Context: an optimization exercise on an open-source flow, tuned for a short achievable clock period and few clock cycles. The choices shown serve that exercise and are no tape-out recipe.
In this exercise RTL edits were held to simulation tests only and were not proved equivalent to the original.
No activity file was given, so power comes from the tool's default toggle rates.

## flow/design.v (module list and top-level ports; edited modules follow where they fit)
// module CPU: 1091 lines
// module CPU_nxt: 302 lines
// module CPU_act: 162 lines
// module CPU_nxp: 99 lines
// module CPU_seq: 180 lines
module CPU
  ( input             clk
  , input             rst
  , output     [15:0] addr
  , input      [ 7:0] data_in
  , output     [ 7:0] data_out
  , output            rd_enable
  , output            wr_enable
  , input      [7:0]  int_pending
  , output     [7:0]  int_clear
  );
  // ...
==> flow/flow/run.sh <==
#!/bin/bash
# Standard ORFS layout through the standard.sh (its synthesis script,
# the design's constraints), with a tighter setup target for the timing
# repair steps (SETUP_SLACK_MARGIN=8) so that the layout is optimised well
# beyond the 10 ns clock. Make's output goes to flow_make.log; ORFS writes
# each tool's log under orfs/logs/.
set -euo pipefail
bash standard.sh SETUP_SLACK_MARGIN=8 finish > flow_make.log 2>&1
==> flow/standard.sh <==
#!/bin/bash
# synth_recipe.tcl (not shown) runs the flow's synth.tcl, then flattens the netlist and writes it again
# the make line also repeats each setting of config.mk as NAME=value (left out here)
make -C /OpenROAD-flow-scripts/flow DESIGN_CONFIG=/design/flow/config.mk WORK_HOME=/design/flow/orfs CLKGATE_MAP_FILE= SYNTH_SCRIPT=/design/flow/synth_recipe.tcl "${@:-finish}"
==> flow/config.mk <==
export PLATFORM = sky130hd
export DESIGN_NAME = CPU
export DESIGN_NICKNAME = CPU
export VERILOG_FILES = /design/flow/design.v
export SDC_FILE = /design/flow/constraint.sdc
export NUM_CORES = 8
export LEC_CHECK = 0
export CAP_MARGIN = 20
export CORE_MARGIN = 2
export CORE_UTILIZATION = 45
export SLEW_MARGIN = 20
export SYNTH_HIERARCHICAL = 1
==> flow/constraint.sdc <==
create_clock -name core_clock -period 10.0 [get_ports {clk}]
set_input_delay 2.0000 -clock core_clock [delete_from_list [all_inputs] [get_ports {clk}]]
set_output_delay 2.0000 -clock core_clock [all_outputs]
set_load 0.01 [all_outputs]
==> summary.txt, run 1 <==
Run status
  – Status: no timing/DRC/antenna violations

Setup path
  – CP Cell Sequence: buf_4 -> nand2_2 -> and2_1 -> o21ai_2 -> inv_1 -> buf_6 -> a222oi_1 -> a21oi_1 -> a2111oi_2 -> nand3_1
  – Reg-to-reg critical path startpoint: u[64]$_SDFF_PP0_
  – Crit path depth: 10
  – Worst path top cell family by delay: compound AO/OA/AOI/OAI gates
  – Delay of the slowest critical-path stage: 0.51 ns
  – CP startpoint kind: register
  – CP Capture Type: register
  – Reg-to-reg slack, setup: around 6.1 ns

Power
  – Leakage: around 32 nW
  – Clock share of power: between 10% and 20%
  – Worst VDD drop: 0.252 mV

Placed design
  – Placed Cells: 7,703
  – PortBufs: 48

Cells and area
  – Area used by multi-input combinational logic: a little over 40,000 sq um
  – NonClk Buf Share: between 10% and 20%
  – Clk tree area frac: under 10%
  – Fin cells: around 9,000
  – FFs & Latches: ~740
  – Commonest non-fill, non-tap cell in the layout: buf_4

Floorplanning
  – Die W: between 300 and 400 um
  – Core area: 120,000 sq um
  – Standard-cell rows: roughly 130

Global routing
  – Global routing usage on met3: roughly 21%
  – Gr usage total: between 50 and 60%
  – Largest net degree at the start of global routing: 73
  – GR met2 Demand/Resource: a little over two thirds

STA
  – Sum Neg Setup Slack: 0 ns
  – Tcrit/Tclk final: 38.7%
  – Fmax: 259 MHz

Yosys
  – Synthesized area: between 50,000 and 60,000 sq um
  – Syn Inst Count: approximately 6,400
  – Synth warn: 8
  – Synth Area per Inst: between 8 and 9 sq um

Clock network
  – Post-CTS setup repair buffer count: between 700 and 800
  – Post-CTS Hold Fix Bufs: 0

Drt
  – Met2 Routed Length: 132 mm
  – Met3 wire len: roughly 53 mm
Testbench counts, summed over its fixed seeds: cycles 1,280,129.
==> module CPU, before the edit <==
module CPU
  ( input             clk
  , input             rst
  , output     [15:0] addr
  , input      [ 7:0] data_in
  , output     [ 7:0] data_out
  , output            rd_enable
  , output            wr_enable
  , input      [7:0]  int_pending
  , output     [7:0]  int_clear
  );
  localparam U_RD    = 0;     
  localparam U_WR    = 1;     
  localparam U_FB    = 2;     
  localparam U_PF    = 3;     
  localparam U_FNB   = 4;     
  localparam A_PC    = 5;
  localparam A_HL    = 6;
  localparam A_BC    = 7;
  localparam A_DE    = 8;
  localparam A_SP    = 9;
  localparam A_SPM1  = 10;
  localparam A_FFC   = 11;
  localparam A_FFZ   = 12;
  localparam A_WZ    = 13;
  localparam A_PC1   = 14;    
  localparam D_A     = 15;
  localparam D_B     = 16;
  localparam D_C     = 17;
  localparam D_D     = 18;
  localparam D_E     = 19;
  localparam D_H     = 20;
  localparam D_L     = 21;
  localparam D_F     = 22;
  localparam D_Z     = 23;
  localparam D_PCH   = 24;
  localparam D_PCL   = 25;
  localparam D_SPL   = 26;
  localparam D_SPH   = 27;
  localparam I_Z     = 28;
  localparam I_W     = 29;
  localparam I_A     = 30;
  localparam I_B     = 31;
  localparam I_C     = 32;
  localparam I_D     = 33;
  localparam I_E     = 34;
  localparam I_H     = 35;
  localparam I_L     = 36;
  localparam I_F     = 37;
  localparam I_SPL   = 38;
  localparam I_SPH   = 39;
  localparam I_ZINC  = 40;
  localparam I_ZDEC  = 41;
  localparam I_ZRES  = 42;
  localparam I_ZSET  = 43;
  localparam I_ZROT  = 44;
  localparam I_ZDAA  = 45;    
  localparam I_NB    = 46;    
  localparam P_INC   = 47;
  localparam P_DZ    = 48;
  localparam P_WZ    = 49;
  localparam P_RST   = 50;
  localparam P_INT   = 51;
  localparam P_JR    = 52;
  localparam P_HL1   = 53;
  localparam P_JRC   = 54;    
  localparam P_DZC   = 55;    
  localparam S_INC   = 56;
  localparam S_DEC   = 57;
  localparam S_INCC  = 58;    
  localparam H_INC   = 59;
  localparam H_DEC   = 60;
  localparam WZ_INC  = 61;
  localparam IME_SET = 62;
  localparam IME_CLR = 63;
  localparam U_TAIL  = 64;    
  localparam U_DISP0 = 65;
  localparam U_DISP1 = 66;
  localparam U_DISP2 = 67;
  localparam U_ACK   = 68;
  localparam U_WAIT  = 69;
  localparam U_HANG  = 70;
  localparam U_BOOT  = 71;
  localparam U_STEP  = 72;    
  localparam U_CBRD  = 73;    
  localparam U_BND   = 74;    
  localparam U_JPHL  = 75;    
  localparam P_HL0   = 76;    
  localparam U_DISPX = 77;    
  localparam U_FNBX  = 78;    
  localparam K_RST1  = 79;    
  localparam K_RET1  = 80;    
  localparam K_RETI1 = 81;    
  localparam K_RETC1 = 82;    
  localparam K_END   = 83;    
  localparam D_PCX   = 84;    
  localparam U_RPL   = 85;    
  localparam UW      = 86;
  reg [15:0] pc;       
  reg [15:0] sp;
  reg [15:0] spm1;     
  reg [7:0]  a, b, c, d, e, h, l;
  reg        zf, nf, hf, cf;
  reg        ime;
  reg [UW-1:0] u;      
  reg [UW-1:0] ur;     
  reg [7:0]  ir;       
  reg        cb;
  reg [2:0]  t;        
  reg [7:0]  nb;       
  reg        nbv;
  reg [7:0]  z, w;     
  reg        tc;       
  reg        irq_r;    
  reg [7:0]  opb;      
  reg [15:0] addr_r;
  reg [7:0]  dout_r;
  reg        rd_r, wr_r;
  reg [7:0]  iclr;
  assign addr      = addr_r;
  assign data_out  = dout_r;
  assign rd_enable = rd_r;
  assign wr_enable = wr_r;
  assign int_clear = iclr;
  wire [15:0] bc = {b, c};
  wire [15:0] de = {d, e};
  wire [15:0] hl = {h, l};
  wire [15:0] wz = {w, z};
  function [16:0] add16;         
    input [15:0] x;
    input [15:0] y;
    input        ci;
    reg   [15:0] g, p, gg, pp, gn, pn;
    integer i, k;
    begin
      g = x & y;
      p = x ^ y;
      gg = g;
      pp = p;
      gg[0] = g[0] | (p[0] & ci);
      for (k = 1; k < 16; k = k * 2) begin
        gn = gg;
        pn = pp;
        for (i = k; i < 16; i = i + 1) begin
          gn[i] = gg[i] | (pp[i] & gg[i-k]);
          pn[i] = pp[i] & pp[i-k];
        end
        gg = gn;
        pp = pn;
      end
      add16 = {gg[15], p ^ {gg[14:0], ci}};
    end
  endfunction
  function [9:0] add8;           
    input [7:0] x;
    input [7:0] y;
    input       ci;
    reg   [7:0] g, p, gg, pp, gn, pn;
    integer i, k;
    begin
      g = x & y;
      p = x ^ y;
      gg = g;
      pp = p;
      gg[0] = g[0] | (p[0] & ci);
      for (k = 1; k < 8; k = k * 2) begin
        gn = gg;
        pn = pp;
        for (i = k; i < 8; i = i + 1) begin
          gn[i] = gg[i] | (pp[i] & gg[i-k]);
          pn[i] = pp[i] & pp[i-k];
        end
        gg = gn;
        pp = pn;
      end
      add8 = {gg[7], gg[3], p ^ {gg[6:0], ci}};
    end
  endfunction
  function [15:0] inc16;
    input [15:0] x;
    integer i;
    begin
      for (i = 0; i < 16; i = i + 1)
        inc16[i] = x[i] ^ ((x & ((16'd1 << i) - 16'd1)) == ((16'd1 << i) - 16'd1));
    end
  endfunction
  function [15:0] dec16;
    input [15:0] x;
    integer i;
    begin
      for (i = 0; i < 16; i = i + 1)
        dec16[i] = x[i] ^ ((x & ((16'd1 << i) - 16'd1)) == 16'd0);
    end
  endfunction
  function [7:0] inc8;
    input [7:0] x;
    integer i;
    begin
      for (i = 0; i < 8; i = i + 1)
        inc8[i] = x[i] ^ ((x & ((8'd1 << i) - 8'd1)) == ((8'd1 << i) - 8'd1));
    end
  endfunction
  function [7:0] dec8;
    input [7:0] x;
    integer i;
    begin
      for (i = 0; i < 8; i = i + 1)
        dec8[i] = x[i] ^ ((x & ((8'd1 << i) - 8'd1)) == 8'd0);
    end
  endfunction
  function [UW-1:0] ucode;
    input [7:0] op;
    input       cbf;
    input [2:0] st;
    input       cnd;
    reg   [UW-1:0] m;
    reg   [2:0] y;
    reg   [2:0] zz;
    reg   [1:0] p;
    begin
      m  = {UW{1'b0}};
      y  = op[5:3];
      zz = op[2:0];
      p  = op[5:4];
      if (cbf) begin
        if (zz != 3'd6) m[U_BND] = 1'b1;
        else if (op[7:6] == 2'b01) begin
          if (st == 3'd0) begin m[U_RD] = 1; m[A_HL] = 1; m[I_Z] = 1; end
          else m[U_BND] = 1;
        end else begin
          case (st)
            3'd0: begin
              m[U_RD] = 1; m[A_HL] = 1;
              case (op[7:6])
                2'b00: m[I_ZROT] = 1;
                2'b10: m[I_ZRES] = 1;
                default: m[I_ZSET] = 1;
              endcase
            end
            3'd1: begin m[U_WR] = 1; m[A_HL] = 1; m[D_Z] = 1; end
            default: m[U_BND] = 1;
          endcase
        end
      end else begin
        casez (op)
          8'b00??0001: begin
            case (st)
              3'd0: begin
                m[U_RD] = 1; m[A_PC] = 1; m[P_INC] = 1;
                case (p)
                  2'd0: m[I_C] = 1;
                  2'd1: m[I_E] = 1;
                  2'd2: m[I_L] = 1;
                  default: m[I_SPL] = 1;
                endcase
              end
              3'd1: begin
                m[U_RD] = 1; m[A_PC] = 1; m[P_INC] = 1;
                case (p)
                  2'd0: m[I_B] = 1;
                  2'd1: m[I_D] = 1;
                  2'd2: m[I_H] = 1;
                  default: m[I_SPH] = 1;
                endcase
              end
              default: m[U_BND] = 1;
            endcase
          end
          8'b000?0010: begin
            if (st == 3'd0) begin
              m[U_WR] = 1; m[D_A] = 1;
              if (op[4]) m[A_DE] = 1; else m[A_BC] = 1;
            end else m[U_BND] = 1;
          end
          8'b001?0010: begin
            if (st == 3'd0) begin
              m[U_WR] = 1; m[D_A] = 1; m[A_HL] = 1;
              if (op[4]) m[H_DEC] = 1; else m[H_INC] = 1;
            end else m[U_BND] = 1;
          end
          8'b000?1010: begin
            if (st == 3'd0) begin
              m[U_RD] = 1; m[I_A] = 1;
              if (op[4]) m[A_DE] = 1; else m[A_BC] = 1;
            end else m[U_BND] = 1;
          end
          8'b001?1010: begin
            if (st == 3'd0) begin
              m[U_RD] = 1; m[I_A] = 1; m[A_HL] = 1;
              if (op[4]) m[H_DEC] = 1; else m[H_INC] = 1;
            end else m[U_BND] = 1;
          end
          8'b0011010?: begin
            case (st)
              3'd0: begin
                m[U_RD] = 1; m[A_HL] = 1;
                if (op[0]) m[I_ZDEC] = 1; else m[I_ZINC] = 1;
              end
              3'd1: begin m[U_WR] = 1; m[A_HL] = 1; m[D_Z] = 1; end
              default: m[U_BND] = 1;
            endcase
          end
          8'b00110110: begin
            case (st)
              3'd0: begin m[U_RD] = 1; m[A_PC] = 1; m[P_INC] = 1; m[I_Z] = 1; end
              3'd1: begin m[U_WR] = 1; m[A_HL] = 1; m[D_Z] = 1; end
              default: m[U_BND] = 1;
            endcase
          end
          8'b00???110: begin
            if (st == 3'd0) begin
              m[U_RD] = 1; m[A_PC] = 1; m[P_INC] = 1;
              case (y)
                3'd0: m[I_B] = 1;
                3'd1: m[I_C] = 1;
                3'd2: m[I_D] = 1;
                3'd3: m[I_E] = 1;
                3'd4: m[I_H] = 1;
                3'd5: m[I_L] = 1;
                default: m[I_A] = 1;
              endcase
            end else m[U_BND] = 1;
          end
          8'b00001000: begin
            case (st)
              3'd0: begin m[U_RD] = 1; m[A_PC] = 1; m[P_INC] = 1; m[I_Z] = 1; end
              3'd1: begin m[U_RD] = 1; m[A_PC] = 1; m[P_INC] = 1; m[I_W] = 1; end
              3'd2: begin m[U_WR] = 1; m[A_WZ] = 1; m[D_SPL] = 1; m[WZ_INC] = 1; end
              3'd3: begin m[U_WR] = 1; m[A_WZ] = 1; m[D_SPH] = 1; end
              default: m[U_BND] = 1;
            endcase
          end
          8'b00011000: begin
            case (st)
              3'd0: begin m[U_RD] = 1; m[A_PC] = 1; m[P_INC] = 1; m[I_Z] = 1; end
              3'd1: m[P_JR] = 1;
              default: m[U_BND] = 1;
            endcase
          end
          8'b001??000: begin
            case (st)
              3'd0: begin m[U_RD] = 1; m[A_PC] = 1; m[P_INC] = 1; m[I_Z] = 1; end
              3'd1: begin m[U_RD] = 1; m[A_PC] = 1; m[I_NB] = 1; m[P_JRC] = 1; end
              default: m[U_BND] = 1;
            endcase
          end
          8'b00100111: begin
            if (st == 3'd0) m[I_ZDAA] = 1;
            else m[U_BND] = 1;
          end
          8'b00000000, 8'b00???011, 8'b00??1001, 8'b00???10?, 8'b00???111: begin
            m[U_BND] = 1;
          end
          8'b01110110: begin
            m[U_WAIT] = 1;
          end
          8'b01110???: begin
            if (st == 3'd0) begin
              m[U_WR] = 1; m[A_HL] = 1;
              case (zz)
                3'd0: m[D_B] = 1;
                3'd1: m[D_C] = 1;
                3'd2: m[D_D] = 1;
                3'd3: m[D_E] = 1;
                3'd4: m[D_H] = 1;
                3'd5: m[D_L] = 1;
                default: m[D_A] = 1;
              endcase
            end else m[U_BND] = 1;
          end
          8'b01???110: begin
            if (st == 3'd0) begin
              m[U_RD] = 1; m[A_HL] = 1;
              case (y)
                3'd0: m[I_B] = 1;
                3'd1: m[I_C] = 1;
                3'd2: m[I_D] = 1;
                3'd3: m[I_E] = 1;
                3'd4: m[I_H] = 1;
                3'd5: m[I_L] = 1;
                default: m[I_A] = 1;
              endcase
            end else m[U_BND] = 1;
          end
          8'b01??????: m[U_BND] = 1;
          8'b10???110: begin
            if (st == 3'd0) begin m[U_RD] = 1; m[A_HL] = 1; m[I_Z] = 1; end
            else m[U_BND] = 1;
          end
          8'b10??????: m[U_BND] = 1;
          8'b110??000: begin
            case (st)
              3'd0: begin m[U_RD] = 1; m[A_SP] = 1; m[I_Z] = 1; m[S_INCC] = 1; end
              3'd1: begin
                if (cnd) begin m[U_RD] = 1; m[A_SP] = 1; m[S_INC] = 1; m[P_DZ] = 1; end
                else m[U_BND] = 1;
              end
              default: m[U_BND] = 1;
            endcase
          end
          8'b11??0001: begin
            case (st)
              3'd0: begin
                m[U_RD] = 1; m[A_SP] = 1; m[S_INC] = 1;
                case (p)
                  2'd0: m[I_C] = 1;
                  2'd1: m[I_E] = 1;
                  2'd2: m[I_L] = 1;
                  default: m[I_F] = 1;
                endcase
              end
              3'd1: begin
                m[U_RD] = 1; m[A_SP] = 1; m[S_INC] = 1;
                case (p)
                  2'd0: m[I_B] = 1;
                  2'd1: m[I_D] = 1;
                  2'd2: m[I_H] = 1;
                  default: m[I_A] = 1;
                endcase
              end
              default: m[U_BND] = 1;
            endcase
          end
          8'b110??010, 8'b11000011: begin
            case (st)
              3'd0: begin m[U_RD] = 1; m[A_PC] = 1; m[P_INC] = 1; m[I_Z] = 1; end
              3'd1: begin
                m[U_RD] = 1; m[A_PC] = 1;
                if (op[0]) m[P_DZ] = 1; else m[P_DZC] = 1;
              end
              default: m[U_BND] = 1;
            endcase
          end
          8'b110??100, 8'b11001101: begin
            case (st)
              3'd0: begin m[U_RD] = 1; m[A_PC] = 1; m[P_INC] = 1; m[I_Z] = 1; end
              3'd1: begin m[U_RD] = 1; m[A_PC] = 1; m[P_INC] = 1; m[I_W] = 1; end
              3'd2: begin
                if (cnd || op[0]) begin
                  m[U_WR] = 1; m[A_SPM1] = 1; m[D_PCH] = 1; m[S_DEC] = 1;
                end else m[U_BND] = 1;
              end
              3'd3: begin m[U_WR] = 1; m[A_SPM1] = 1; m[D_PCL] = 1; m[S_DEC] = 1; m[P_WZ] = 1; end
              default: m[U_BND] = 1;
            endcase
          end
          8'b11??0101: begin
            case (st)
              3'd0: begin
                m[U_WR] = 1; m[A_SPM1] = 1; m[S_DEC] = 1;
                case (p)
                  2'd0: m[D_B] = 1;
                  2'd1: m[D_D] = 1;
                  2'd2: m[D_H] = 1;
                  default: m[D_A] = 1;
                endcase
              end
              3'd1: begin
                m[U_WR] = 1; m[A_SPM1] = 1; m[S_DEC] = 1;
                case (p)
                  2'd0: m[D_C] = 1;
                  2'd1: m[D_E] = 1;
                  2'd2: m[D_L] = 1;
                  default: m[D_F] = 1;
                endcase
              end
              default: m[U_BND] = 1;
            endcase
          end
          8'b11???110, 8'b11101000, 8'b11111000: begin
            if (st == 3'd0) begin m[U_RD] = 1; m[A_PC] = 1; m[P_INC] = 1; m[I_Z] = 1; end
            else m[U_BND] = 1;
          end
          8'b11???111: begin
            case (st)
              3'd0: begin m[U_WR] = 1; m[A_SPM1] = 1; m[D_PCH] = 1; m[S_DEC] = 1; end
              3'd1: begin m[U_WR] = 1; m[A_SPM1] = 1; m[D_PCL] = 1; m[S_DEC] = 1; m[P_RST] = 1; end
              default: m[U_BND] = 1;
            endcase
          end
          8'b110?1001: begin
            case (st)
              3'd0: begin m[U_RD] = 1; m[A_SP] = 1; m[S_INC] = 1; m[I_Z] = 1; end
              3'd1: begin
                m[U_RD] = 1; m[A_SP] = 1; m[S_INC] = 1; m[P_DZ] = 1;
                if (op[4]) m[IME_SET] = 1;
              end
              default: m[U_BND] = 1;
            endcase
          end
          8'b11001011: begin
            m[U_RD] = 1; m[A_PC] = 1; m[P_INC] = 1; m[U_CBRD] = 1;
          end
          8'b111?0000: begin
            case (st)
              3'd0: begin m[U_RD] = 1; m[A_PC] = 1; m[P_INC] = 1; m[I_Z] = 1; end
              3'd1: begin
                m[A_FFZ] = 1;
                if (op[4]) begin m[U_RD] = 1; m[I_A] = 1; end
                else begin m[U_WR] = 1; m[D_A] = 1; end
              end
              default: m[U_BND] = 1;
            endcase
          end
          8'b111?0010: begin
            if (st == 3'd0) begin
              m[A_FFC] = 1;
              if (op[4]) begin m[U_RD] = 1; m[I_A] = 1; end
              else begin m[U_WR] = 1; m[D_A] = 1; end
            end else m[U_BND] = 1;
          end
          8'b111?1001: m[U_BND] = 1;
          8'b1111?011: m[U_BND] = 1;
          8'b111?1010: begin
            case (st)
              3'd0: begin m[U_RD] = 1; m[A_PC] = 1; m[P_INC] = 1; m[I_Z] = 1; end
              3'd1: begin m[U_RD] = 1; m[A_PC] = 1; m[P_INC] = 1; m[I_W] = 1; end
              3'd2: begin
                m[A_WZ] = 1;
                if (op[4]) begin m[U_RD] = 1; m[I_A] = 1; end
                else begin m[U_WR] = 1; m[D_A] = 1; end
              end
              default: m[U_BND] = 1;
            endcase
          end
          default: m[U_HANG] = 1;
        endcase
      end
      if (!m[U_BND] && !m[U_WAIT] && !m[U_HANG] && !m[U_CBRD]) m[U_STEP] = 1'b1;
      if (m[U_BND] && !cbf && op == 8'he9) m[U_JPHL] = 1'b1;
      ucode = m;
    end
  endfunction
  localparam X_SUB = 0, X_CINC = 1, X_CINNC = 2, X_CIN1 = 3, X_DEC = 4;
  localparam C_ADD = 5, C_AND = 6, C_XOR = 7, C_OR = 8, C_IDU = 9, C_ROT = 10,
             C_RES = 11, C_SET = 12, C_CPL = 13, C_MOV = 14;
  localparam W_A = 15;
  localparam F_ALU = 22, F_INCDEC = 23, F_ROTA = 24, F_CBROT = 25, F_BIT = 26, F_DAA = 27,
             F_CPL = 28, F_SCF = 29, F_CCF = 30, F_ADDHL = 31, F_ADDSP = 32, F_HLID = 33,
             F_CBHL = 34;
  localparam Q_INC16 = 35, Q_DEC16 = 36, Q_BC = 37, Q_DE = 38, Q_HL = 39, Q_SP = 40,
             Q_ADDHL = 41, Q_ADDSP = 42, Q_LDHLSP = 43, Q_LDSPHL = 44;
  localparam T_A = 45;
  localparam TQ_A = 52;
  localparam B_A = 59;
  localparam TW = 66;
  function [2:0] ridx;
    input [2:0] r;
    begin
      case (r)
        3'd0: ridx = 3'd1;
        3'd1: ridx = 3'd2;
        3'd2: ridx = 3'd3;
        3'd3: ridx = 3'd4;
        3'd4: ridx = 3'd5;
        3'd5: ridx = 3'd6;
        default: ridx = 3'd0;
      endcase
    end
  endfunction
  function [TW-1:0] tdec;
    input [7:0] op;
    input       cbf;
    reg   [TW-1:0] m;
    reg   [2:0] y;
    reg   [2:0] zz;
    reg   [1:0] p;
    begin
      m  = {TW{1'b0}};
      y  = op[5:3];
      zz = op[2:0];
      p  = op[5:4];
      if (cbf) begin
        if (zz != 3'd6) begin
          m[B_A + ridx(zz)] = 1'b1;
          if (op[7:6] != 2'b01) m[W_A + ridx(zz)] = 1'b1;
          case (op[7:6])
            2'b00: begin m[C_ROT] = 1; m[F_CBROT] = 1; end
            2'b01: m[F_BIT] = 1;
            2'b10: m[C_RES] = 1;
            default: m[C_SET] = 1;
          endcase
        end else begin
          case (op[7:6])
            2'b00: m[F_CBHL] = 1;
            2'b01: m[F_BIT] = 1;
            default: ;
          endcase
        end
      end else begin
        casez (op)
          8'b10??????, 8'b11???110: begin
            if (op[7:6] == 2'b10 && zz != 3'd6) m[B_A + ridx(zz)] = 1'b1;
            case (y)
              3'd0: begin m[C_ADD] = 1; end
              3'd1: begin m[C_ADD] = 1; m[X_CINC] = 1; end
              3'd2: begin m[C_ADD] = 1; m[X_SUB] = 1; m[X_CIN1] = 1; end
              3'd3: begin m[C_ADD] = 1; m[X_SUB] = 1; m[X_CINNC] = 1; end
              3'd4: m[C_AND] = 1;
              3'd5: m[C_XOR] = 1;
              3'd6: m[C_OR] = 1;
              default: begin m[C_ADD] = 1; m[X_SUB] = 1; m[X_CIN1] = 1; end
            endcase
            if (y != 3'd7) m[W_A] = 1;
            m[F_ALU] = 1;
          end
          8'b0011010?: begin
            m[F_HLID] = 1;
          end
          8'b00???10?: begin
            m[B_A + ridx(y)] = 1'b1;
            m[W_A + ridx(y)] = 1'b1;
            m[C_IDU] = 1; m[F_INCDEC] = 1;
            if (op[0]) m[X_DEC] = 1;
          end
          8'b000??111: begin
            m[B_A] = 1; m[W_A] = 1; m[C_ROT] = 1; m[F_ROTA] = 1;
          end
          8'b00100111: begin m[W_A] = 1; m[C_ADD] = 1; m[F_DAA] = 1; end
          8'b00101111: begin m[W_A] = 1; m[C_CPL] = 1; m[F_CPL] = 1; end
          8'b00110111: m[F_SCF] = 1;
          8'b00111111: m[F_CCF] = 1;
          8'b00??0011, 8'b00??1011: begin
            if (op[3]) m[Q_DEC16] = 1; else m[Q_INC16] = 1;
            case (p)
              2'd0: m[Q_BC] = 1;
              2'd1: m[Q_DE] = 1;
              2'd2: m[Q_HL] = 1;
              default: m[Q_SP] = 1;
            endcase
          end
          8'b00??1001: begin
            m[Q_ADDHL] = 1; m[F_ADDHL] = 1;
            case (p)
              2'd0: m[Q_BC] = 1;
              2'd1: m[Q_DE] = 1;
              2'd2: m[Q_HL] = 1;
              default: m[Q_SP] = 1;
            endcase
          end
          8'b01110110: ;
          8'b01??????: begin
            if (zz != 3'd6 && y != 3'd6) begin
              m[B_A + ridx(zz)] = 1'b1;
              m[W_A + ridx(y)] = 1'b1;
              m[C_MOV] = 1;
            end
          end
          8'b11101000: begin m[Q_ADDSP] = 1; m[F_ADDSP] = 1; end
          8'b11111000: begin m[Q_LDHLSP] = 1; m[F_ADDSP] = 1; end
          8'b11111001: m[Q_LDSPHL] = 1;
          default: ;
        endcase
      end
      if (m[Q_INC16] || m[Q_DEC16]) begin
        if (m[Q_BC]) begin m[TQ_A + 1] = 1; m[TQ_A + 2] = 1; end
        if (m[Q_DE]) begin m[TQ_A + 3] = 1; m[TQ_A + 4] = 1; end
        if (m[Q_HL]) begin m[TQ_A + 5] = 1; m[TQ_A + 6] = 1; end
      end
      if (m[Q_ADDHL] || m[Q_LDHLSP]) begin m[TQ_A + 5] = 1; m[TQ_A + 6] = 1; end
      m[T_A + 6:T_A] = m[W_A + 6:W_A] | m[TQ_A + 6:TQ_A];
      tdec = m;
    end
  endfunction
  reg [TW-1:0] td;      
  wire [UW-1:0] ue   = u;                   
  wire          tail = ue[U_TAIL];
  wire          g_pf = ue[U_PF];
  wire          g_fnb = ue[U_FNB];
  wire          pfx  = g_pf | g_fnb;
  reg  [6:0]    cl_ir, cl_nb;
  wire          ei_ir = cl_ir[5];
  wire          di_ir = cl_ir[6];
  wire          ei_nb = cl_nb[5];
  wire          di_nb = cl_nb[6];
  wire          ei_x  = g_fnb ? ei_nb : ei_ir;
  wire          di_x  = g_fnb ? di_nb : di_ir;
  wire          disp_ir = irq_r & (ei_ir | (ime & !di_ir));
  wire          disp_nb = irq_r & (ei_nb | (ime & !di_nb));
  reg  [UW-1:0] nx0_ir, nx0_nb;
  wire [UW-1:0] fa_ir, fa_nb;
  wire [TW-1:0] td_ir, td_nb;
  CPU_act act_i (.x({cb, ir}),   .fa(fa_ir), .cl(), .td(td_ir));
  CPU_act act_n (.x({1'b0, nb}), .fa(fa_nb), .cl(), .td(td_nb));
  function [UW-1:0] nxd;
    input [UW-1:0] m0;
    input          dsp;
    reg   [UW-1:0] m;
    begin
      m = m0;
      if (dsp && (m0[U_FB] || m0[U_FNB])) begin
        m = {UW{1'b0}};
        m[U_DISP0] = 1'b1; m[U_TAIL] = 1'b1;
        if (m0[A_HL]) m[P_HL0] = 1'b1;
      end
      nxd = m;
    end
  endfunction
  wire [UW-1:0] nx_ir = nxd(nx0_ir, disp_ir);
  wire [UW-1:0] nx_nb = nxd(nx0_nb, disp_nb);
  wire [TW-1:0] dtd = g_fnb ? td_nb : td_ir;
  wire opnd = g_fnb ? cl_nb[2] : cl_ir[2];   
  wire cbp  = g_fnb ? cl_nb[1] : cl_ir[1];   
  wire          cbsel = pfx & cbp;
  wire [UW-1:0] nx0_d;
  wire [6:0]    cl_d;
  CPU_nxp nxp_d (.x({cbsel, data_in}), .m0(nx0_d), .cl(cl_d));
  reg  [UW-1:0] sq0, sq1;
  wire [UW-1:0] sq0_n, sq1_n;
  wire [7:0]    xop = g_fnb ? nb : ir;
  wire          xcb = g_fnb ? 1'b0 : cb;
  wire [UW-1:0] sqm;     
  CPU_seq seq (.s(pfx ? {xcb, (opnd ? 3'd1 : 3'd0), xop} : {cb, t + 3'd1, ir}),
               .uc_s0(sq0_n), .uc_s1(sq1_n), .dmask(sqm));
  wire [7:0] rhs_x  = opb ^ {8{td[X_SUB]}};
  wire       cin    = td[X_CIN1] | (td[X_CINC] & cf) | (td[X_CINNC] & !cf);
  wire [9:0] sum_x0 = add8(a, rhs_x, 1'b0);
  wire [9:0] sum_x1 = add8(a, rhs_x, 1'b1);
  wire [9:0] sum_x  = cin ? sum_x1 : sum_x0;
  wire [7:0] sum    = sum_x[7:0];
  wire       sum_h  = sum_x[8] ^ td[X_SUB];
  wire       sum_c  = sum_x[9] ^ td[X_SUB];
  wire [7:0] add_p  = a ^ rhs_x;
  wire [7:0] add_k  = a | rhs_x;
  wire       z_add0 = &(add_p ~^ {add_k[6:0], 1'b0});
  wire       z_add1 = &(add_p ~^ {add_k[6:0], 1'b1});
  wire       z_add  = cin ? z_add1 : z_add0;
  wire [7:0] idu_r = td[X_DEC] ? dec8(opb) : inc8(opb);
  wire       z_idu = td[X_DEC] ? (opb == 8'h01) : (opb == 8'hff);
  wire       h_idu = td[X_DEC] ? (opb[3:0] == 4'h0) : (opb[3:0] == 4'hf);
  wire [7:0] src_r = opb;
  wire [2:0] rop = cb ? ir[5:3] : {1'b0, ir[4:3]};
  reg  [7:0] rot_r;
  reg        rot_c;
  always @* begin
    case (rop)
      3'd0: begin rot_r = {src_r[6:0], src_r[7]}; rot_c = src_r[7]; end
      3'd1: begin rot_r = {src_r[0], src_r[7:1]}; rot_c = src_r[0]; end
      3'd2: begin rot_r = {src_r[6:0], cf};       rot_c = src_r[7]; end
      3'd3: begin rot_r = {cf, src_r[7:1]};       rot_c = src_r[0]; end
      3'd4: begin rot_r = {src_r[6:0], 1'b0};     rot_c = src_r[7]; end
      3'd5: begin rot_r = {src_r[7], src_r[7:1]}; rot_c = src_r[0]; end
      3'd6: begin rot_r = {src_r[3:0], src_r[7:4]}; rot_c = 1'b0; end
      default: begin rot_r = {1'b0, src_r[7:1]};  rot_c = src_r[0]; end
    endcase
  end
  wire [7:0] bmask = 8'd1 << ir[5:3];
  wire       bit_z = (src_r & bmask) == 8'h00;
  wire [7:0] res8 = ({8{td[C_ADD]}} & sum)
                  | ({8{td[C_AND]}} & (a & opb))
                  | ({8{td[C_XOR]}} & (a ^ opb))
                  | ({8{td[C_OR]}}  & (a | opb))
                  | ({8{td[C_IDU]}} & idu_r)
                  | ({8{td[C_ROT]}} & rot_r)
                  | ({8{td[C_RES]}} & (src_r & ~bmask))
                  | ({8{td[C_SET]}} & (src_r | bmask))
                  | ({8{td[C_CPL]}} & ~a)
                  | ({8{td[C_MOV]}} & src_r);
  wire       res_z = (td[C_ADD] & z_add)
                   | (td[C_AND] & ((a & opb) == 8'h00))
                   | (td[C_XOR] & (a == opb))
                   | (td[C_OR]  & ((a | opb) == 8'h00))
                   | (td[C_IDU] & z_idu)
                   | (td[C_ROT] & (rot_r == 8'h00));
  wire       z_z   = z == 8'h00;
  reg [7:0] daa_k;
  reg       daa_c;
  always @* begin
    daa_k = 8'h00;
    daa_c = cf;
    if (nf) begin
      if (cf && hf)  daa_k = 8'h9a;
      else if (cf)   daa_k = 8'ha0;
      else if (hf)   daa_k = 8'hfa;
    end else begin
      if (cf || a > 8'h99) begin
        daa_c = 1'b1;
        if (hf || a[3:0] > 4'h9) daa_k = 8'h66;
        else                     daa_k = 8'h60;
      end else if (hf || a[3:0] > 4'h9) begin
        daa_k = 8'h06;
      end
    end
  end
  wire [15:0] q_rr = ({16{td[Q_BC]}} & bc) | ({16{td[Q_DE]}} & de)
                   | ({16{td[Q_HL]}} & hl) | ({16{td[Q_SP]}} & sp);
  wire [15:0] q_id    = td[Q_DEC16] ? dec16(q_rr) : inc16(q_rr);
  wire [16:0] q_addhl = add16(hl, q_rr, 1'b0);
  wire [16:0] q_addlo = add16({4'd0, hl[11:0]}, {4'd0, q_rr[11:0]}, 1'b0);
  wire        q_h12   = q_addlo[12];
  wire [15:0] sext_z  = {{8{z[7]}}, z};
  wire [16:0] q_spe_x = add16(sp, sext_z, 1'b0);
  wire [15:0] q_spe   = q_spe_x[15:0];
  wire [9:0]  q_spe_l = add8(sp[7:0], z, 1'b0);
  wire [15:0] q16     = td[Q_ADDHL] ? q_addhl[15:0] : (td[Q_LDHLSP] ? q_spe : q_id);
  function cc;
    input [1:0] sel;
    input       fz, fc;
    begin
      case (sel)
        2'd0: cc = !fz;
        2'd1: cc = fz;
        2'd2: cc = !fc;
        default: cc = fc;
      endcase
    end
  endfunction
  wire cond  = cc(ir[4:3], zf, cf);          
  reg ime_n;
  always @* begin
    ime_n = ime;
    if (pfx && ei_x) ime_n = 1'b1;
    if (pfx && di_x) ime_n = 1'b0;
    if (ue[IME_SET]) ime_n = 1'b1;
    if (ue[IME_CLR]) ime_n = 1'b0;
    if (ue[U_DISP0]) ime_n = 1'b0;
  end
  wire disp_n = ime_n & irq_r;
  reg [7:0] ip_r;
  reg [7:0] vec;
  reg [7:0] vbit;
  always @* begin
    vec  = pc[7:0];
    vbit = 8'h00;
    if (ip_r[0])      begin vec = 8'h40; vbit = 8'h01; end
    else if (ip_r[1]) begin vec = 8'h48; vbit = 8'h02; end
    else if (ip_r[2]) begin vec = 8'h50; vbit = 8'h04; end
    else if (ip_r[3]) begin vec = 8'h58; vbit = 8'h08; end
    else if (ip_r[4]) begin vec = 8'h60; vbit = 8'h10; end
  end
  wire [15:0] pc1   = inc16(pc);
  wire [15:0] pc2x  = inc16({1'b0, pc[15:1]});
  wire [15:0] pc2   = {pc2x[14:0], pc[0]};     
  wire [15:0] hl1   = inc16(hl);
  wire [15:0] hlm1  = dec16(hl);
  wire [15:0] sp1   = inc16(sp);
  wire [15:0] spm2  = dec16(spm1);
  wire [15:0] spd   = dec16(sp);
  wire [15:0] pcx_t  = g_pf ? pc1 : pc2;
  wire [9:0]  pjr_l  = add8(pcx_t[7:0], data_in, 1'b0);
  reg  [7:0]  pjr;
  reg         pjr_c, pjr_s;
  wire [7:0]  pch_p  = inc8(pc[15:8]);
  wire [7:0]  pch_m  = dec8(pc[15:8]);
  wire [15:0] pc_jr  = {pjr_s ? (pjr_c ? pc[15:8] : pch_m) : (pjr_c ? pch_p : pc[15:8]), pjr};
  wire [15:0] wz1   = inc16(wz);
  wire [UW-1:0] act = ue | ({UW{g_pf}} & fa_ir) | ({UW{g_fnb}} & fa_nb);
  wire jump = ue[P_DZ] | ue[P_WZ] | ue[P_RST] | ue[P_INT] | ue[P_JR] | ue[P_HL1] | ue[P_HL0]
            | (ue[P_JRC] & cond) | (ue[P_DZC] & cond);
  reg [15:0] pc_s;
  always @* begin
    pc_s = pc;
    if (ue[P_INC])      pc_s = pc1;
    if (ue[P_DZC])      pc_s = cond ? {data_in, z} : pc1;
    if (ue[P_DZ])       pc_s = {data_in, z};
    if (ue[P_WZ])       pc_s = wz;
    if (ue[P_RST])      pc_s = {10'd0, ir[5:3], 3'b000};
    if (ue[P_INT])      pc_s = {8'h00, vec};
    if (ue[P_JR])       pc_s = pc_jr;
    if (ue[P_JRC] && cond) pc_s = pc_jr;
    if (ue[P_HL1])      pc_s = hl1;
    if (ue[P_HL0])      pc_s = hl;
  end
  wire [15:0] pc_n = g_pf ? (opnd ? pc1 : pc) : g_fnb ? (opnd ? pc2 : pc1) : pc_s;
  wire nb_ld = (pfx & !opnd) | ue[I_NB];
  wire nb_wr = wr_r & nbv & (addr_r == pc);   
  wire nbv_n = !(jump | ue[U_DISP0] | nb_wr) & (nb_ld | (nbv & !ue[U_FNB] & !ue[U_FNBX]));
  reg [15:0] sp_n, spm1_n;
  reg [15:0] sp_b;      
  always @* begin
    sp_n = sp;
    spm1_n = spd;
    if (ue[S_INC] || (ue[S_INCC] && cond)) begin sp_n = sp1; spm1_n = sp; end
    if (ue[S_DEC])  begin sp_n = spm1; spm1_n = spm2; end
    if (tail && td[Q_SP] && td[Q_INC16]) begin sp_n = sp1; spm1_n = sp; end
    if (tail && td[Q_SP] && td[Q_DEC16]) begin sp_n = spm1; spm1_n = spm2; end
    if (tail && td[Q_LDSPHL]) begin sp_n = hl; spm1_n = hlm1; end
    sp_b = sp_n;
    if (tail && td[Q_ADDSP])  sp_n = q_spe;    
    if (act[I_SPL]) sp_n = {sp_n[15:8], data_in};
    if (act[I_SPH]) sp_n = {data_in, sp[7:0]};
  end
  wire s_rst  = data_in[7:6] == 2'b11 && data_in[2:0] == 3'b111;
  wire s_ret  = {data_in[7:5], data_in[3:0]} == 7'b1101001;
  wire s_retc = {data_in[7:5], data_in[2:0]} == 6'b110000;
  wire s_jphl = data_in == 8'he9;
  wire s_halt = data_in == 8'h76;
  wire fb_ok  = ue[U_FB];
  wire fb_sp  = fb_ok & !(tail & td[Q_ADDSP]);
  wire fb_hl  = fb_ok & !(tail & (td[TQ_A+5] | td[TQ_A+6])) & !(ime & irq_r);
  wire nx_fnb = (g_pf & nx_ir[U_FNB]) | (g_fnb & nx_nb[U_FNB]);
  wire nx_sp  = nx_fnb & !(g_fnb ? cl_nb[3] : cl_ir[3]);
  wire nx_hl  = nx_fnb & !(g_fnb ? cl_nb[4] : cl_ir[4])
              & !(tail & (td[TQ_A+5] | td[TQ_A+6]));
  wire fbr_rst = fb_sp & s_rst;
  wire fbr_ret = fb_sp & (s_ret | s_retc);
  wire fbr_jp  = fb_hl & s_jphl;
  wire nfr_rst = nx_sp & s_rst;
  wire nfr_ret = nx_sp & s_ret;
  wire nfr_jp  = nx_hl & s_jphl;
  wire o_fb  = fbr_rst | fbr_ret | fbr_jp;      
  wire o_nf  = nfr_rst | nfr_ret | nfr_jp;      
  wire o_rst = fbr_rst | nfr_rst;
  wire o_ret = fbr_ret | nfr_ret;
  wire o_jp  = fbr_jp | nfr_jp;
  wire o_hlt = (fb_ok | nx_fnb) & s_halt;
  wire o_nx  = nfr_rst | nfr_ret | (nx_fnb & s_halt);   
  wire ovr   = o_rst | o_ret | o_jp | o_hlt;
  reg  [3:0] nbs;       
  wire       nbs_ok = nbv & !ue[I_NB];
  wire       td_sp  = (td[Q_SP] & (td[Q_INC16] | td[Q_DEC16])) | td[Q_LDSPHL] | td[Q_ADDSP];
  wire       td_hl  = td[T_A+5] | td[T_A+6] | ue[I_H] | ue[I_L] | ue[H_INC] | ue[H_DEC];
  wire [3:0] nsx    = nbs & {4{nbs_ok}} & {!td_sp, !td_sp, !td_hl, 1'b1};
  reg [UW-1:0] uset, uclr;
  always @* begin
    uset = {UW{1'b0}};
    uclr = {UW{1'b0}};
    uclr[U_RD] = ovr; uclr[U_PF] = ovr; uclr[U_FNB] = ovr;
    uclr[A_PC] = ovr; uclr[A_PC1] = ovr;
    uset[U_WR] = o_rst; uset[A_SPM1] = o_rst; uset[D_PCX] = o_rst; uset[S_DEC] = o_rst;
    uset[K_RST1] = o_rst;
    uset[U_RD] = o_ret | o_jp; uset[A_SP] = o_ret; uset[I_Z] = o_ret;
    uset[S_INC] = o_ret & !s_retc; uset[S_INCC] = o_ret & s_retc;
    uset[K_RET1] = o_ret & !s_retc & !data_in[4];
    uset[K_RETI1] = o_ret & !s_retc & data_in[4];
    uset[K_RETC1] = o_ret & s_retc;
    uset[U_FB] = o_jp; uset[A_HL] = o_jp; uset[P_HL1] = o_jp; uset[U_TAIL] = nfr_jp;
    uset[U_WAIT] = o_hlt;
    uset[U_FNBX] = o_nx; uset[P_INC] = o_nx;
  end
  wire [UW-1:0] u_n;
  wire [7:0]    z_n, opb_n;
  wire          tc_n;
  wire [15:0]   addr_n;
  wire [7:0]    dout_n;
  wire          rd_n, wr_n, hz;
  CPU_nxt nxt
    ( .u(u), .ur(ur), .nx_ir(nx_ir), .nx_nb(nx_nb), .sq0(sq0), .sq1(sq1), .sqm(sqm), .cond(cond)
    , .irq(irq_r), .disp(disp_n), .nbv_n(nbv_n)
    , .tw(td[T_A+6:T_A]), .tq(td[TQ_A+6:TQ_A]), .bsel_ir(td_ir[B_A+6:B_A]), .bsel_nb(td_nb[B_A+6:B_A])
    , .pc_n(pc_s), .pc(pc), .pc1(pc1), .pc2(pc2), .hl(hl), .bc(bc), .de(de), .sp_n(sp_b), .spm1_n(spm1_n)
    , .wza(u[U_RPL] ? wz : (u[WZ_INC] ? wz1 : {data_in, z})), .ffz(u[U_RPL] ? z : data_in)
    , .a(a), .b(b), .c(c), .d(d), .e(e), .h(h), .l(l), .f({zf, nf, hf, cf, 4'h0})
    , .sp(sp)
    , .din(data_in), .z(z), .opb(opb), .res8(res8), .daa_k(daa_k), .wz1lo(wz1[7:0])
    , .rop(ir[5:3]), .cf(cf)
    , .s_z(act[I_Z]), .s_zinc(ue[I_ZINC]), .s_zdec(ue[I_ZDEC]), .s_zres(ue[I_ZRES])
    , .s_zset(ue[I_ZSET]), .s_zrot(ue[I_ZROT]), .s_zdaa(ue[I_ZDAA]), .s_wzinc(ue[WZ_INC])
    , .tail(tail), .wsel(td[W_A+6:W_A])
    , .q16(q16), .nsx(nsx), .nbret(nb[4]), .o_fb(o_fb), .o_nf(o_nf), .o_rst(o_rst), .o_ret(o_ret), .o_jp(o_jp), .o_hlt(o_hlt)
    , .u_n(u_n), .addr_n(addr_n), .dout_n(dout_n), .rd_n(rd_n), .wr_n(wr_n), .hz(hz)
    , .z_n(z_n), .tc_n(tc_n), .opb_n(opb_n)
    );
  always @(posedge clk) begin
    addr_r <= addr_n;
    dout_r <= dout_n;
    opb    <= opb_n;
    if (nb_ld) nb <= data_in;
    if (nb_ld) nbs <= {s_rst, s_ret, s_jphl, s_halt};
    if (pfx) begin pjr <= pjr_l[7:0]; pjr_c <= pjr_l[9]; pjr_s <= data_in[7]; end
    if (nb_ld) begin
      cl_nb <= cl_d; nx0_nb <= nx0_d;
    end
    if (ue[U_FB] || cbsel) begin
      cl_ir <= cl_d; nx0_ir <= nx0_d;
    end else if (g_fnb) begin
      cl_ir <= cl_nb; nx0_ir <= nx0_nb;
    end
    if (!u[U_RPL]) begin sq0 <= sq0_n; sq1 <= sq1_n; end
    ur <= (u_n & ~uclr) | uset;
    if (rst) begin
      pc <= 16'h0000; sp <= 16'h0000; spm1 <= 16'hffff;
      a <= 8'h00; b <= 8'h00; c <= 8'h00; d <= 8'h00;
      e <= 8'h00; h <= 8'h00; l <= 8'h00;
      zf <= 1'b0; nf <= 1'b0; hf <= 1'b0; cf <= 1'b0;
      ime <= 1'b0;
      u <= {UW{1'b0}};
      u[U_BOOT] <= 1'b1;
      irq_r <= 1'b0;
      ip_r <= 8'h00;
      nbv <= 1'b0;
      ir <= 8'h00; cb <= 1'b0; t <= 3'd0;
      td <= {TW{1'b0}};
      iclr <= 8'h00;
      rd_r <= 1'b0; wr_r <= 1'b0;
    end else begin
      if (hz) begin
        u <= {UW{1'b0}}; u[U_RPL] <= 1'b1;
      end else
        u <= (u_n & ~uclr) | uset;
      ime   <= ime_n;
      nbv   <= nbv_n;
      irq_r <= |(int_pending & ~iclr & ~(u[U_DISP2] ? vbit : 8'h00));
      ip_r  <= int_pending;
      iclr  <= u[U_DISP2] ? vbit : 8'h00;
      rd_r  <= rd_n;
      wr_r  <= wr_n;
      if (ue[U_FB]) begin
        ir <= data_in; cb <= 1'b0; t <= 3'd0;
      end else if (ue[U_FNBX]) begin
        ir <= nb; cb <= 1'b0; cl_ir <= cl_nb;
        td <= {TW{1'b0}};
      end else if (pfx) begin
        if (cbp) begin
          ir <= data_in; cb <= 1'b1; t <= 3'd0;
        end else begin
          if (ue[U_FNB]) begin ir <= nb; cb <= 1'b0; end
          t <= opnd ? 3'd1 : 3'd0;
        end
        td <= dtd;
      end else if (ue[U_DISP0]) begin
        ir <= 8'h00; cb <= 1'b0; t <= 3'd0;
        td <= {TW{1'b0}};
      end else if (ue[U_STEP]) begin
        t <= t + 3'd1;
      end
      pc   <= pc_n;
      sp   <= sp_n;
      spm1 <= spm1_n;
      z    <= z_n;
      if (ue[I_ZROT]) tc <= tc_n;
      if (ue[I_ZDAA]) tc <= daa_c;
      if (act[I_W])   w <= data_in;
      if (ue[WZ_INC]) w <= wz1[15:8];
      if (act[I_A]) a <= data_in;
      else if (tail && td[W_A]) a <= res8;
      if (act[I_B]) b <= data_in;
      else if (tail && td[W_A+1]) b <= res8;
      else if (tail && td[Q_BC] && (td[Q_INC16] || td[Q_DEC16])) b <= q_id[15:8];
      if (act[I_C]) c <= data_in;
      else if (tail && td[W_A+2]) c <= res8;
      else if (tail && td[Q_BC] && (td[Q_INC16] || td[Q_DEC16])) c <= q_id[7:0];
      if (act[I_D]) d <= data_in;
      else if (tail && td[W_A+3]) d <= res8;
      else if (tail && td[Q_DE] && (td[Q_INC16] || td[Q_DEC16])) d <= q_id[15:8];
      if (act[I_E]) e <= data_in;
      else if (tail && td[W_A+4]) e <= res8;
      else if (tail && td[Q_DE] && (td[Q_INC16] || td[Q_DEC16])) e <= q_id[7:0];
      if (act[I_H]) h <= data_in;
      else if (ue[H_INC]) h <= hl1[15:8];
      else if (ue[H_DEC]) h <= hlm1[15:8];
      else if (tail && td[W_A+5]) h <= res8;
      else if (tail && td[Q_HL] && (td[Q_INC16] || td[Q_DEC16])) h <= q_id[15:8];
      else if (tail && td[Q_ADDHL]) h <= q_addhl[15:8];
      else if (tail && td[Q_LDHLSP]) h <= q_spe[15:8];
      if (act[I_L]) l <= data_in;
      else if (ue[H_INC]) l <= hl1[7:0];
      else if (ue[H_DEC]) l <= hlm1[7:0];
      else if (tail && td[W_A+6]) l <= res8;
      else if (tail && td[Q_HL] && (td[Q_INC16] || td[Q_DEC16])) l <= q_id[7:0];
      else if (tail && td[Q_ADDHL]) l <= q_addhl[7:0];
      else if (tail && td[Q_LDHLSP]) l <= q_spe[7:0];
      if (act[I_F]) begin
        zf <= data_in[7]; nf <= data_in[6]; hf <= data_in[5]; cf <= data_in[4];
      end else if (tail) begin
        if (td[F_ALU]) begin
          zf <= res_z; nf <= td[X_SUB];
          hf <= td[C_ADD] ? sum_h : td[C_AND];
          cf <= td[C_ADD] & sum_c;
        end
        if (td[F_INCDEC]) begin
          zf <= res_z; nf <= td[X_DEC]; hf <= h_idu;
        end
        if (td[F_ROTA]) begin
          zf <= 1'b0; nf <= 1'b0; hf <= 1'b0; cf <= rot_c;
        end
        if (td[F_CBROT]) begin
          zf <= res_z; nf <= 1'b0; hf <= 1'b0; cf <= rot_c;
        end
        if (td[F_BIT]) begin
          zf <= bit_z; nf <= 1'b0; hf <= 1'b1;
        end
        if (td[F_DAA]) begin
          zf <= res_z; hf <= 1'b0; cf <= tc;
        end
        if (td[F_CPL]) begin nf <= 1'b1; hf <= 1'b1; end
        if (td[F_SCF]) begin nf <= 1'b0; hf <= 1'b0; cf <= 1'b1; end
        if (td[F_CCF]) begin nf <= 1'b0; hf <= 1'b0; cf <= !cf; end
        if (td[F_ADDHL]) begin nf <= 1'b0; hf <= q_h12; cf <= q_addhl[16]; end
        if (td[F_ADDSP]) begin zf <= 1'b0; nf <= 1'b0; hf <= q_spe_l[8]; cf <= q_spe_l[9]; end
        if (td[F_HLID]) begin
          zf <= z_z; nf <= ir[0];
          hf <= ir[0] ? (z[3:0] == 4'hf) : (z[3:0] == 4'h0);
        end
        if (td[F_CBHL]) begin
          zf <= z_z; nf <= 1'b0; hf <= 1'b0; cf <= tc;
        end
      end
    end
  end
endmodule
==> inputs of run 2 (changes only) <==
--- a/flow/design.v
+++ b/flow/design.v
@@ -707,17 +707,17 @@
   CPU_nxp nxp_d (.x({cbsel, data_in}), .m0(nx0_d), .cl(cl_d));
   reg  [UW-1:0] sq0, sq1;
   wire [UW-1:0] sq0_n, sq1_n;
   wire [7:0]    xop = g_fnb ? nb : ir;
   wire          xcb = g_fnb ? 1'b0 : cb;
   wire [UW-1:0] sqm;     
   CPU_seq seq (.s(pfx ? {xcb, (opnd ? 3'd1 : 3'd0), xop} : {cb, t + 3'd1, ir}),
                .uc_s0(sq0_n), .uc_s1(sq1_n), .dmask(sqm));
-  wire [7:0] rhs_x  = opb ^ {8{td[X_SUB]}};
+  wire [7:0] rhs_x  = opb;    
   wire       cin    = td[X_CIN1] | (td[X_CINC] & cf) | (td[X_CINNC] & !cf);
   wire [9:0] sum_x0 = add8(a, rhs_x, 1'b0);
   wire [9:0] sum_x1 = add8(a, rhs_x, 1'b1);
   wire [9:0] sum_x  = cin ? sum_x1 : sum_x0;
   wire [7:0] sum    = sum_x[7:0];
   wire       sum_h  = sum_x[8] ^ td[X_SUB];
   wire       sum_c  = sum_x[9] ^ td[X_SUB];
   wire [7:0] add_p  = a ^ rhs_x;
@@ -875,42 +875,32 @@
     if (tail && td[Q_SP] && td[Q_INC16]) begin sp_n = sp1; spm1_n = sp; end
     if (tail && td[Q_SP] && td[Q_DEC16]) begin sp_n = spm1; spm1_n = spm2; end
     if (tail && td[Q_LDSPHL]) begin sp_n = hl; spm1_n = hlm1; end
     sp_b = sp_n;
     if (tail && td[Q_ADDSP])  sp_n = q_spe;    
     if (act[I_SPL]) sp_n = {sp_n[15:8], data_in};
     if (act[I_SPH]) sp_n = {data_in, sp[7:0]};
   end
-  wire s_rst  = data_in[7:6] == 2'b11 && data_in[2:0] == 3'b111;
-  wire s_ret  = {data_in[7:5], data_in[3:0]} == 7'b1101001;
-  wire s_retc = {data_in[7:5], data_in[2:0]} == 6'b110000;
-  wire s_jphl = data_in == 8'he9;
-  wire s_halt = data_in == 8'h76;
   wire fb_ok  = ue[U_FB];
   wire fb_sp  = fb_ok & !(tail & td[Q_ADDSP]);
   wire fb_hl  = fb_ok & !(tail & (td[TQ_A+5] | td[TQ_A+6])) & !(ime & irq_r);
   wire nx_fnb = (g_pf & nx_ir[U_FNB]) | (g_fnb & nx_nb[U_FNB]);
   wire nx_sp  = nx_fnb & !(g_fnb ? cl_nb[3] : cl_ir[3]);
   wire nx_hl  = nx_fnb & !(g_fnb ? cl_nb[4] : cl_ir[4])
               & !(tail & (td[TQ_A+5] | td[TQ_A+6]));
-  wire fbr_rst = fb_sp & s_rst;
-  wire fbr_ret = fb_sp & (s_ret | s_retc);
-  wire fbr_jp  = fb_hl & s_jphl;
-  wire nfr_rst = nx_sp & s_rst;
-  wire nfr_ret = nx_sp & s_ret;
-  wire nfr_jp  = nx_hl & s_jphl;
-  wire o_fb  = fbr_rst | fbr_ret | fbr_jp;      
-  wire o_nf  = nfr_rst | nfr_ret | nfr_jp;      
-  wire o_rst = fbr_rst | nfr_rst;
-  wire o_ret = fbr_ret | nfr_ret;
-  wire o_jp  = fbr_jp | nfr_jp;
-  wire o_hlt = (fb_ok | nx_fnb) & s_halt;
-  wire o_nx  = nfr_rst | nfr_ret | (nx_fnb & s_halt);   
-  wire ovr   = o_rst | o_ret | o_jp | o_hlt;
+  wire s_rst, s_ret, s_retc, s_jphl, s_halt;
+  wire o_fb, o_nf, o_rst, o_ret, o_jp, o_hlt, o_nx, ovr, nfr_jp;
+  CPU_spc spc
+    ( .d(data_in), .fb_ok(fb_ok), .fb_sp(fb_sp), .fb_hl(fb_hl)
+    , .nx_fnb(nx_fnb), .nx_sp(nx_sp), .nx_hl(nx_hl)
+    , .s_rst(s_rst), .s_ret(s_ret), .s_retc(s_retc), .s_jphl(s_jphl), .s_halt(s_halt)
+    , .o_fb(o_fb), .o_nf(o_nf), .o_rst(o_rst), .o_ret(o_ret), .o_jp(o_jp), .o_hlt(o_hlt)
+    , .o_nx(o_nx), .ovr(ovr), .nfr_jp(nfr_jp)
+    );
   reg  [3:0] nbs;       
   wire       nbs_ok = nbv & !ue[I_NB];
   wire       td_sp  = (td[Q_SP] & (td[Q_INC16] | td[Q_DEC16])) | td[Q_LDSPHL] | td[Q_ADDSP];
   wire       td_hl  = td[T_A+5] | td[T_A+6] | ue[I_H] | ue[I_L] | ue[H_INC] | ue[H_DEC];
   wire [3:0] nsx    = nbs & {4{nbs_ok}} & {!td_sp, !td_sp, !td_hl, 1'b1};
   reg [UW-1:0] uset, uclr;
   always @* begin
     uset = {UW{1'b0}};
@@ -944,16 +934,17 @@
     , .sp(sp)
     , .din(data_in), .z(z), .opb(opb), .res8(res8), .daa_k(daa_k), .wz1lo(wz1[7:0])
     , .rop(ir[5:3]), .cf(cf)
     , .s_z(act[I_Z]), .s_zinc(ue[I_ZINC]), .s_zdec(ue[I_ZDEC]), .s_zres(ue[I_ZRES])
     , .s_zset(ue[I_ZSET]), .s_zrot(ue[I_ZROT]), .s_zdaa(ue[I_ZDAA]), .s_wzinc(ue[WZ_INC])
     , .tail(tail), .wsel(td[W_A+6:W_A])
     , .q16(q16), .nsx(nsx), .nbret(nb[4]), .o_fb(o_fb), .o_nf(o_nf), .o_rst(o_rst), .o_ret(o_ret), .o_jp(o_jp), .o_hlt(o_hlt)
     , .u_n(u_n), .addr_n(addr_n), .dout_n(dout_n), .rd_n(rd_n), .wr_n(wr_n), .hz(hz)
+    , .osub(pfx ? dtd[X_SUB] : td[X_SUB])
     , .z_n(z_n), .tc_n(tc_n), .opb_n(opb_n)
     );
   always @(posedge clk) begin
     addr_r <= addr_n;
     dout_r <= dout_n;
     opb    <= opb_n;
     if (nb_ld) nb <= data_in;
     if (nb_ld) nbs <= {s_rst, s_ret, s_jphl, s_halt};
@@ -1112,16 +1103,17 @@
   , input  [3:0]  nsx        
   , input         nbret      
   , output [85:0] u_n
   , output [15:0] addr_n
   , output [7:0]  dout_n
   , output        rd_n, wr_n, hz
   , output [7:0]  z_n
   , output        tc_n
+  , input         osub       
   , output [7:0]  opb_n
   );
   localparam U_RD    = 0;     
   localparam U_WR    = 1;     
   localparam U_FB    = 2;     
   localparam U_PF    = 3;     
   localparam U_FNB   = 4;     
   localparam A_PC    = 5;
@@ -1381,20 +1373,47 @@
   wire       s_fwd  = |(bs & wt);      
   wire [6:0] qt     = tq & {7{tail}};
   wire       s_q    = |(bs & qt);      
   wire       s_qh   = |(bs & qt & 7'b0101010);    
   wire s_ohold = !(s_rsel | s_z | s_zdaa);
   wire [7:0] rsel = ({8{bs[0]}} & a) | ({8{bs[1]}} & b) | ({8{bs[2]}} & c)
                   | ({8{bs[3]}} & d) | ({8{bs[4]}} & e) | ({8{bs[5]}} & h)
                   | ({8{bs[6]}} & l);
-  assign opb_n = (s_q ? (s_qh ? q16[15:8] : q16[7:0]) : (s_fwd ? res8 : rsel))
-               | ({8{s_z & !s_rsel}}    & din)
-               | ({8{s_zdaa}} & daa_k)
-               | ({8{s_ohold}} & opb);
+  wire [7:0] opb_v = (s_q ? (s_qh ? q16[15:8] : q16[7:0]) : (s_fwd ? res8 : rsel))
+                   | ({8{s_z & !s_rsel}}    & din)
+                   | ({8{s_zdaa}} & daa_k);
+  assign opb_n = s_ohold ? opb : (opb_v ^ {8{osub}});
+endmodule
+module CPU_spc
+  ( input  [7:0] d
+  , input        fb_ok, fb_sp, fb_hl       
+  , input        nx_fnb, nx_sp, nx_hl      
+  , output       s_rst, s_ret, s_retc, s_jphl, s_halt
+  , output       o_fb, o_nf, o_rst, o_ret, o_jp, o_hlt, o_nx, ovr, nfr_jp
+  );
+  assign s_rst  = d[7:6] == 2'b11 && d[2:0] == 3'b111;
+  assign s_ret  = {d[7:5], d[3:0]} == 7'b1101001;
+  assign s_retc = {d[7:5], d[2:0]} == 6'b110000;
+  assign s_jphl = d == 8'he9;
+  assign s_halt = d == 8'h76;
+  wire fbr_rst = fb_sp & s_rst;
+  wire fbr_ret = fb_sp & (s_ret | s_retc);
+  wire fbr_jp  = fb_hl & s_jphl;
+  wire nfr_rst = nx_sp & s_rst;
+  wire nfr_ret = nx_sp & s_ret;
+  assign nfr_jp = nx_hl & s_jphl;
+  assign o_fb  = fbr_rst | fbr_ret | fbr_jp;      
+  assign o_nf  = nfr_rst | nfr_ret | nfr_jp;      
+  assign o_rst = fbr_rst | nfr_rst;
+  assign o_ret = fbr_ret | nfr_ret;
+  assign o_jp  = fbr_jp | nfr_jp;
+  assign o_hlt = (fb_ok | nx_fnb) & s_halt;
+  assign o_nx  = nfr_rst | nfr_ret | (nx_fnb & s_halt);   
+  assign ovr   = o_rst | o_ret | o_jp | o_hlt;
 endmodule
 module CPU_act
   ( input  [8:0] x    
   , output [85:0] fa   
   , output [2:0] cl    
   , output [65:0] td   
   );
   assign fa[0] = 1'b0;
==> flow/config.mk (replaced) <==
export PLATFORM = sky130hd
export DESIGN_NAME = CPU
export DESIGN_NICKNAME = CPU
export VERILOG_FILES = /design/flow/design.v
export SDC_FILE = /design/flow/constraint.sdc
export NUM_CORES = 8
export LEC_CHECK = 0
export CAP_MARGIN = 20
export CORE_MARGIN = 2
export CORE_UTILIZATION = 40
export SLEW_MARGIN = 20
export SYNTH_HIERARCHICAL = 1
==> summary.txt, run 2 <==
Cells and area
  – Most frequent cells in the layout: buf_4 (660), nand2_1 (463), nor2_1 (408) (was buf_4 (672), nand2_1 (456), nor2_1 (398))
  – Layout cells sized above 1: 42.9% (was 42.0%)
  – Core Util, Final: 61.2% (was 68.8%)
  – Nets: 7,353 (was 7,481)
  – Fillers: 10,500 (was 8,719)
  – Synthesis-to-finish area growth: 51.7% (was 51.6%)
  – Commonest non-fill, non-tap cell in the layout: buf_4 (unchanged)

Clock network
  – Root Buffer: clkbuf_16 (unchanged)
  – Clock sinks: 736 (unchanged)
  – Clock Path Buffers: 3 (unchanged)
  – Post-CTS Hold Fix Bufs: 0 (unchanged)
  – Reg clk slew, reported paths: 0.07 ns (about the same)
  – H-tree Lvls: 3 (unchanged)
  – Clock Latency Late Sink: 0.77 ns (was 0.76 ns)
  – CTS Buf Count: 88 (unchanged)
  – CTS tree: done (unchanged)

Yosys
  – Synth warn: 8 (unchanged)
  – Synthesized area: 53,900 sq um (was 54,500 sq um)
  – Syn Inst Count: 6,370 (was 6,431)
  – Synth Area per Inst: 8.46 sq um (was 8.48 sq um)

Floorplanning
  – Die H: 371 um (was 352 um)
  – Starting Density: 40.3% (was 45.4%)
  – DIE AREA: 138,000 sq um (was 124,000 sq um)
  – Core area: 134,000 sq um (was 120,000 sq um)
  – Standard-cell rows: 134 (was 127)
  – Total I/O pin count: 52 (unchanged)
  – Die W: 371 um (was 352 um)

STA
  – Tcrit/Tclk final: 37.5% (was 38.7%)
  – Sum Neg Setup Slack: 0 ns (unchanged)
  – Post-route minimum period: 3.75 ns (was 3.87 ns)
  – RSZ-0062 raised after global routing: yes (unchanged)
  – Clock Skew: 0.0750 ns (was 0.0523 ns)
  – Max_slew headroom: 13.0% (was 22.3%)
  – Setup violations, final: 0 (unchanged)
  – Fmax: 267 MHz (was 259 MHz)
  – Slew Viols, Final: 0 (unchanged)
  – Final hold viol count: 0 (unchanged)
  – Worst Tran Pin Value: 1.29 ns (was 1.17 ns)

Drt
  – Initial DRC Count: 11,400 (was 11,600)
  – Post-DRT Antenna Nets: 0 (unchanged)
  – DR WL/cell: 36.7 um (was 37.3 um)
  – DRT Wirelength: 334 mm (was 337 mm)
  – Drt pass-1 iters: 11 (was 13)
  – Vias per cell: 6.97 (was 7.09)
  – DR vias: 63,300 (was 64,200)
  – # DRC: 0 (unchanged)

Setup path
  – Crit Path Max Fanout: 16 (was 26)
  – Worst Path Buf+Inv: 4 (was 3)
  – Crit path kind: reg -> reg (unchanged)
  – Worst path required time: 10.55 ns (was 10.62 ns)
  – Crit path arrival time: 4.29 ns (was 4.48 ns)
  – Worst path top cell family by delay: compound AO/OA/AOI/OAI gates (unchanged)
  – Reg-to-reg slack, setup: 6.25 ns (was 6.13 ns)
  – Cell mode on critical path: buf_16
  – CP Cell Sequence: buf_12 -> buf_16 -> buf_16 -> a211oi_1 -> nor3_1 -> nor4b_1 -> nand2_1 -> o21ai_1 -> o221a_4 -> clkinv_2 -> a221oi_1 -> nand4_1 (was buf_4 -> nand2_2 -> and2_1 -> o21ai_2 -> inv_1 -> buf_6 -> a222oi_1 -> a21oi_1 -> a2111oi_2 -> nand3_1)
  – Slowest CP cell: nor4b_1 (was a222oi_1)
  – CP Capture Type: register (unchanged)
  – CP startpoint kind: register (unchanged)
  – Delay of the slowest critical-path stage: 0.52 ns (was 0.51 ns)

Placed design
  – Gpl congestion: 1.03 (was 1.05)
  – PortBufs: 48 (unchanged)
  – Detail Placement HPWL: 184 mm (was 183 mm)

Run status
  – Status: no timing/DRC/antenna violations (unchanged)

Hold path
  – Hold Path Class: reg -> reg (unchanged)

Global routing
  – Number of global-route vias before repair: 56,000 (was 58,400)
  – Congestion Overflow GR: 0 (unchanged)
  – First-pass GRT wire length: 428 mm (was 448 mm)
  – Initial antenna violation count: 24 (was 30)
  – Gr usage total: 43.5% (was 50.3%)
  – Largest net degree at the start of global routing: 56 (was 73)

Power
  – Pwr per Cell Area: 359 nW/um^2 (was 357 nW/um^2)
  – Worst VDD drop: 0.208 mV (was 0.252 mV)
  – Leakage: 32.1 nW (about the same)

Job
  – Max-Cap Viols: 0 (unchanged)
## run 2: area by class of cell
cell class                 count  area, sq um  share of cell area, %
multi-input combinational   4907        40800                   49.9
sequential                   736        18800                   23.0
timing repair buffer        1295        15800                   19.3
clock buffer                 120         2480                   3.04
tap                         1768         2210                   2.71
inverter                     197          918                   1.12
clock inverter                46          646                  0.790
timing repair inverter         2         46.3                 0.0566
antenna                       18         45.0                 0.0551
## run 2: path summary, 6_finish.rpt
kind,to,cells after the start,startpoint
worst max register to register,addr_r[1]$_DFF_P_,12,u[4]$_SDFF_PP0_
worst min register to register,iclr[2]$_SDFF_PP0_,2,ip_r[2]$_SDFF_PP0_
worst min-delay path,iclr[2]$_SDFF_PP0_,2,ip_r[2]$_SDFF_PP0_
worst max-delay path,addr_r[1]$_DFF_P_,12,u[4]$_SDFF_PP0_
## run 2: per-stage QoR
stage | cell area (sq um) | power [mW] | worst slack [ns] | hold WS, ns | instances
floorplan | 58300 | 12.7 | 6.37 | 0.401 | 6583
global placement | 56900 | 16.4 | 4.32 | 0.489 | 7794
detailed placement | 57000 | 16.5 | 4.65 | 0.491 | 7795
CTS | 74800 | 25.3 | 6.38 | 0.500 | 8674
global route | 81700 | 29.7 | 6.20 | 0.526 | 9073
finish | 81700 | 29.4 | 6.25 | 0.515 | 9089
## run 2: report_power, final
part	switching, mW	internal, mW
registers	1.07	4.49
logic	11.5	8.79
clock network	1.53	2.03
total	14.1	15.3
## run 2: timing repair
action,in CTS,in global routing
endpoints found under the setup margin,986,820
buffers inserted,596,368
cloned,117,29
pin swaps,472,507
resized for setup,1783,728
## run 2: tightest hold or removal path: stages, from the launching register on
cell and delay, ns:
dfxtp_1 0.34, nand2_1 0.10, nor2_1 0.05
## run 2: metal layers
| layer | global-route usage [%] | part of all wire (%) | vias up |
|---|---|---|---|
| li1 | - | - | 24900 |
| met1 | 53.3 | 34 | 30100 |
| met2 | 62.8 | 40 | 6112 |
| met3 | 14.4 | 15 | 2100 |
| met4 | 33.7 | 11 | 24 |
| met5 | 0 | 0.051 | - |
Testbench counts of run 2, summed over its fixed seeds: cycles 1,280,129.

==> static timing again, ports no longer ideal <==
No port has a modelled driver above. Below, the same layouts with a new extraction and two added sets of constraints.
Step 1, drivers: a clkbuf_16 drives clk and a buf_2 each remaining input, both assumed.
Step 2 times the ports against the registers' clock, not the clock port: input delays grow and output delays shrink by t, the midpoint of the rising clock arrivals with the driver on.
Three values: no drivers, after step 1, after step 2; two values: the first two.
run	shift t [ns]	slack for setup (ns)	worst hold slack (ns)
run 1	0.812	6.133 / 6.133 / 5.327	0.488 / 0.488 / 0.488
run 2	0.821	6.255 / 6.109 / 5.289	0.515 / 0.515 / 0.515
After both steps every run listed still meets setup and hold. The setup slack of run 2, which loses most, moves by -0.146 ns with the drivers and by -0.966 ns with both steps.
